Context: an optimization exercise on an open-source flow, tuned for small area. The choices shown serve that exercise and are no tape-out recipe. At most, simulation tests tie the RTL to the original design; equivalence was not proved. Power figures rest on the tool's default switching activity, not on a simulated workload.

main:
==> module sentinel_core, before the edit <==
module sentinel_core (
    input  logic        aclk,
    input  logic        aresetn,
    input  logic [63:0] s_axis_tdata,
    input  logic        s_axis_tvalid,
    input  logic        s_axis_tlast,
    output logic        s_axis_tready,
    output logic [63:0] m_axis_tdata,
    output logic        m_axis_tvalid,
    output logic        m_axis_tlast,
    input  logic        m_axis_tready,
    input  logic [31:0] s_axil_awaddr,
    input  logic        s_axil_awvalid,
    output logic        s_axil_awready,
    input  logic [31:0] s_axil_wdata,
    input  logic        s_axil_wvalid,
    output logic        s_axil_wready,
    output logic [1:0]  s_axil_bresp,
    output logic        s_axil_bvalid,
    input  logic        s_axil_bready,
    input  logic [31:0] s_axil_araddr,
    input  logic        s_axil_arvalid,
    output logic        s_axil_arready,
    output logic [31:0] s_axil_rdata,
    output logic [1:0]  s_axil_rresp,
    output logic        s_axil_rvalid,
    input  logic        s_axil_rready
);
    localparam logic [31:0] LIMIT_RST = 32'd1000;
    logic [31:0] ctrl_q;       
    logic        ctrl_f;
    logic [31:0] shadow_q;     
    logic        shadow_f;
    logic [31:0] alim_q;       
    logic        alim_f;
    logic [31:0] vcount;       
    logic        vpend;        
    logic [31:0] vcount_now;
    logic [32:0] vcarry;
    always_comb begin
        vcarry[0] = vpend;
        for (int i = 0; i < 32; i++) begin
            vcount_now[i] = vcount[i] ^ vcarry[i];
            vcarry[i+1]   = vcount[i] & vcarry[i];
        end
    end
    logic [63:0] snap_q;       
    logic        snap_f;
    logic        awr;          
    logic        bvalid;
    logic        arr;
    logic        rvalid;
    logic [31:0] rdata;
    logic        valid_reg;
    logic        last_reg;
    logic [63:0] data_reg;
    wire wr      = awr & s_axil_awvalid & s_axil_wvalid;
    wire wr_ctrl = wr & (s_axil_awaddr[4:0] == 5'h00);
    wire wr_lim  = wr & (s_axil_awaddr[4:0] == 5'h04);
    always_ff @(posedge aclk or negedge aresetn) begin
        if (!aresetn) begin
            awr      <= 1'b0;
            bvalid   <= 1'b0;
            ctrl_f   <= 1'b0;
            shadow_f <= 1'b0;
        end else begin
            awr    <= ~awr & s_axil_awvalid & s_axil_wvalid;
            bvalid <= wr | (bvalid & ~s_axil_bready);
            if (wr_ctrl) ctrl_f   <= 1'b1;
            if (wr_lim)  shadow_f <= 1'b1;
        end
    end
    always_ff @(posedge aclk) begin
        if (wr_ctrl) ctrl_q   <= s_axil_wdata;
        if (wr_lim)  shadow_q <= s_axil_wdata;
    end
    wire enable = ~ctrl_f | ctrl_q[0];
    wire [4:0] ra = s_axil_araddr[4:0];
    wire ld_r  = ~rvalid;
    wire sel_c = ld_r & (ra == 5'h00);
    wire sel_l = ld_r & (ra == 5'h04);
    wire sel_v = ld_r & (ra == 5'h08);
    wire sel_s = ld_r & snap_f & (ra == 5'h0C);
    wire sel_h = ld_r & snap_f & (ra == 5'h10);
    wire sel_cq = sel_c & ctrl_f;
    wire sel_lq = sel_l & shadow_f;
    wire [31:0] rst_val = ({32{sel_c & ~ctrl_f}} & 32'd1) | ({32{sel_l & ~shadow_f}} & LIMIT_RST);
    wire [31:0] rnext = ({32{rvalid}} & rdata)
                      | ({32{sel_cq}} & ctrl_q)
                      | ({32{sel_lq}} & shadow_q)
                      | ({32{sel_v}} & vcount_now)
                      | ({32{sel_s}} & snap_q[31:0])
                      | ({32{sel_h}} & snap_q[63:32])
                      | rst_val;
    always_ff @(posedge aclk or negedge aresetn) begin
        if (!aresetn) begin
            arr    <= 1'b0;
            rvalid <= 1'b0;
        end else begin
            arr    <= ~arr & s_axil_arvalid;
            rvalid <= (arr & s_axil_arvalid & ~rvalid) | (rvalid & ~s_axil_rready);
        end
    end
    always_ff @(posedge aclk) rdata <= rnext;
    wire upd = (s_axis_tlast & s_axis_tvalid & m_axis_tready) | ~s_axis_tvalid | ~enable;
    always_ff @(posedge aclk or negedge aresetn) begin
        if (!aresetn) alim_f <= 1'b0;
        else if (upd) alim_f <= shadow_f;
    end
    always_ff @(posedge aclk) begin
        if (upd) alim_q <= shadow_q;
    end
    wire [39:0] amount = s_axis_tdata[39:0];
    wire hi_nz   = |amount[39:32];
    logic [31:0] g0, l0;
    logic [15:0] g1, l1;
    logic [7:0]  g2, l2;
    logic [3:0]  g3, l3;
    logic [1:0]  g4, l4;
    always_comb begin
        g0 = amount[31:0] & ~alim_q;
        l0 = ~amount[31:0] & alim_q;
        for (int i = 0; i < 16; i++) begin
            g1[i] = g0[2*i+1] | (~l0[2*i+1] & g0[2*i]);
            l1[i] = l0[2*i+1] | (~g0[2*i+1] & l0[2*i]);
        end
        for (int i = 0; i < 8; i++) begin
            g2[i] = g1[2*i+1] | (~l1[2*i+1] & g1[2*i]);
            l2[i] = l1[2*i+1] | (~g1[2*i+1] & l1[2*i]);
        end
        for (int i = 0; i < 4; i++) begin
            g3[i] = g2[2*i+1] | (~l2[2*i+1] & g2[2*i]);
            l3[i] = l2[2*i+1] | (~g2[2*i+1] & l2[2*i]);
        end
        for (int i = 0; i < 2; i++) begin
            g4[i] = g3[2*i+1] | (~l3[2*i+1] & g3[2*i]);
            l4[i] = l3[2*i+1] | (~g3[2*i+1] & l3[2*i]);
        end
    end
    wire gt_q    = hi_nz | g4[1] | (~l4[1] & g4[0]);
    wire gt_rst  = hi_nz | (amount[31:0] > LIMIT_RST);
    wire viol    = enable & (alim_f ? gt_q : gt_rst);
    wire ld      = m_axis_tready | ~valid_reg;
    wire snap_we = ld & s_axis_tvalid & viol;
    always_ff @(posedge aclk or negedge aresetn) begin
        if (!aresetn) begin
            valid_reg <= 1'b0;
            vcount    <= 32'd0;
            vpend     <= 1'b0;
            snap_f    <= 1'b0;
        end else begin
            if (ld) valid_reg <= s_axis_tvalid & ~viol;
            vcount <= vcount_now;
            vpend  <= snap_we;
            if (snap_we) snap_f <= 1'b1;
        end
    end
    always_ff @(posedge aclk) begin
        if (ld) begin
            data_reg <= s_axis_tdata;
            last_reg <= s_axis_tlast;
        end
        if (snap_we) snap_q <= s_axis_tdata;
    end
    assign s_axis_tready  = m_axis_tready;
    assign m_axis_tvalid  = valid_reg;
    assign m_axis_tdata   = data_reg;
    assign m_axis_tlast   = last_reg;
    assign s_axil_awready = awr;
    assign s_axil_wready  = awr;
    assign s_axil_bvalid  = bvalid;
    assign s_axil_bresp   = 2'b00;
    assign s_axil_arready = arr;
    assign s_axil_rvalid  = rvalid;
    assign s_axil_rdata   = rdata;
    assign s_axil_rresp   = 2'b00;
endmodule
export LEC_CHECK = 0
export CAP_MARGIN = 20
export CORE_MARGIN = 2
export CORE_UTILIZATION = 40
export GPL_TIMING_DRIVEN = 0
export SLEW_MARGIN = 20
create_clock -name core_clock -period 4.0 [get_ports {aclk}]
standard.sh (not shown) runs the stock make flow with config.mk's settings and CLKGATE_MAP_FILE= SYNTH_SCRIPT=/design/flow/synth_recipe.tcl, a recipe that flattens the netlist after the stock synthesis.
==> flow/flow/run.sh <==
#!/bin/bash
# Standard ORFS layout, with the port buffers made of the smallest buffer cell
# and a clock tree of small clock buffers without dummy loads.
set -euo pipefail
export BUFFER_PORTS_ARGS="-buffer_cell sky130_fd_sc_hd__buf_1"
export CTS_ARGS="-sink_clustering_enable -repair_clock_nets -dont_use_dummy_load -buf_list sky130_fd_sc_hd__clkbuf_4 -sink_clustering_size 10 -sink_clustering_max_diameter 50"
bash standard.sh finish > make_finish.log 2>&1
In main the implementation completed, yet the final layout does not meet the checks, the culprit being setup timing.
--- input diff main..the feature branch ---
--- a/flow/design.v
+++ b/flow/design.v
@@ -35,17 +35,8 @@
     logic [31:0] alim_q;       
     logic        alim_f;
-    logic [31:0] vcount;       
-    logic        vpend;        
-    logic [31:0] vcount_now;
-    logic [32:0] vcarry;
-    always_comb begin
-        vcarry[0] = vpend;
-        for (int i = 0; i < 32; i++) begin
-            vcount_now[i] = vcount[i] ^ vcarry[i];
-            vcarry[i+1]   = vcount[i] & vcarry[i];
-        end
-    end
     logic [63:0] snap_q;       
     logic        snap_f;
+    logic [31:0] vcount;
+    logic        vpend;
     logic        awr;          
     logic        bvalid;
@@ -56,4 +47,20 @@
     logic        last_reg;
     logic [63:0] data_reg;
+    logic [31:0] vcount_now;
+    logic [3:0]  vbyte_ones;
+    logic [3:0]  vbyte_cin;
+    logic [8:0]  vcarry [4];
+    always_comb begin
+        for (int k = 0; k < 4; k++) vbyte_ones[k] = &vcount[8*k +: 8];
+        vbyte_cin[0] = vpend;
+        for (int k = 1; k < 4; k++) vbyte_cin[k] = vbyte_cin[k-1] & vbyte_ones[k-1];
+        for (int k = 0; k < 4; k++) begin
+            vcarry[k][0] = vbyte_cin[k];
+            for (int i = 0; i < 8; i++) begin
+                vcount_now[8*k+i] = vcount[8*k+i] ^ vcarry[k][i];
+                vcarry[k][i+1]    = vcount[8*k+i] & vcarry[k][i];
+            end
+        end
+    end
     wire wr      = awr & s_axil_awvalid & s_axil_wvalid;
     wire wr_ctrl = wr & (s_axil_awaddr[4:0] == 5'h00);
Notes after the runs:
Going from main to the feature branch, area of the die has increased, count of buffer and inverter cells on the critical path has increased. Simple-gate share of the synthesized area in the feature branch vs main: up 1.7 points. The lower final setup skew of main and the feature branch is in the feature branch. The standard cells in the feature branch occupy less silicon area than those in main do. Relative to main, synthesized-area fraction occupied by ao, oa, aoi and oai cells has decreased by 0.93 points in the feature branch. The feature branch vs main — clock-buffer cell count climbed by a few percent. The feature branch vs main — gate count of the mapped netlist climbed by a few percent. Every run in main and the feature branch closed cleanly, with the single exception of main. Measured against each other, main and the feature branch differ in area overhead of the layout relative to synthesis, the lower figure coming from the feature branch. Against main as the reference, the feature branch delivers a lower clock insertion delay at the later pin of the skew report. Leakage power on the feature branch is behind main. main → the feature branch: worst setup slack up 2.67 ns; met1 track demand over resource up 1.1 points.
No functional check of the RTL was part of main.

-- re-timing with driven ports --
The flow's constraints put no driver on any port. The routed layouts listed below were extracted and timed again, unchanged, in two steps. Step 1 (the two cells are an assumption about what drives the block):
set clk [get_ports {aclk}]
set_driving_cell -lib_cell sky130_fd_sc_hd__clkbuf_16 $clk
set_driving_cell -lib_cell sky130_fd_sc_hd__buf_2 [delete_from_list [all_inputs] $clk]
Step 2, shift: input delay + t, output delay - t, t = (earliest + latest rising clock arrival at the registers) / 2. This alone moves slack from input paths to output paths. Three values: ideal, step 1, step 2; two values: the first two.
run	t (ns)	slack for setup (ns)	worst setup path at the end	worst slew at a driven data input, ns	pins driven straight from the clock port
main	0.663	-1.990 / -1.990 / -1.990	register to register	0.07	1
the feature branch	0.651	0.683 / 0.683 / 0.049	input to register	0.07	1
The setup slack of the feature branch, which loses most, moves by 0.000 ns with the drivers and by -0.634 ns with both steps.
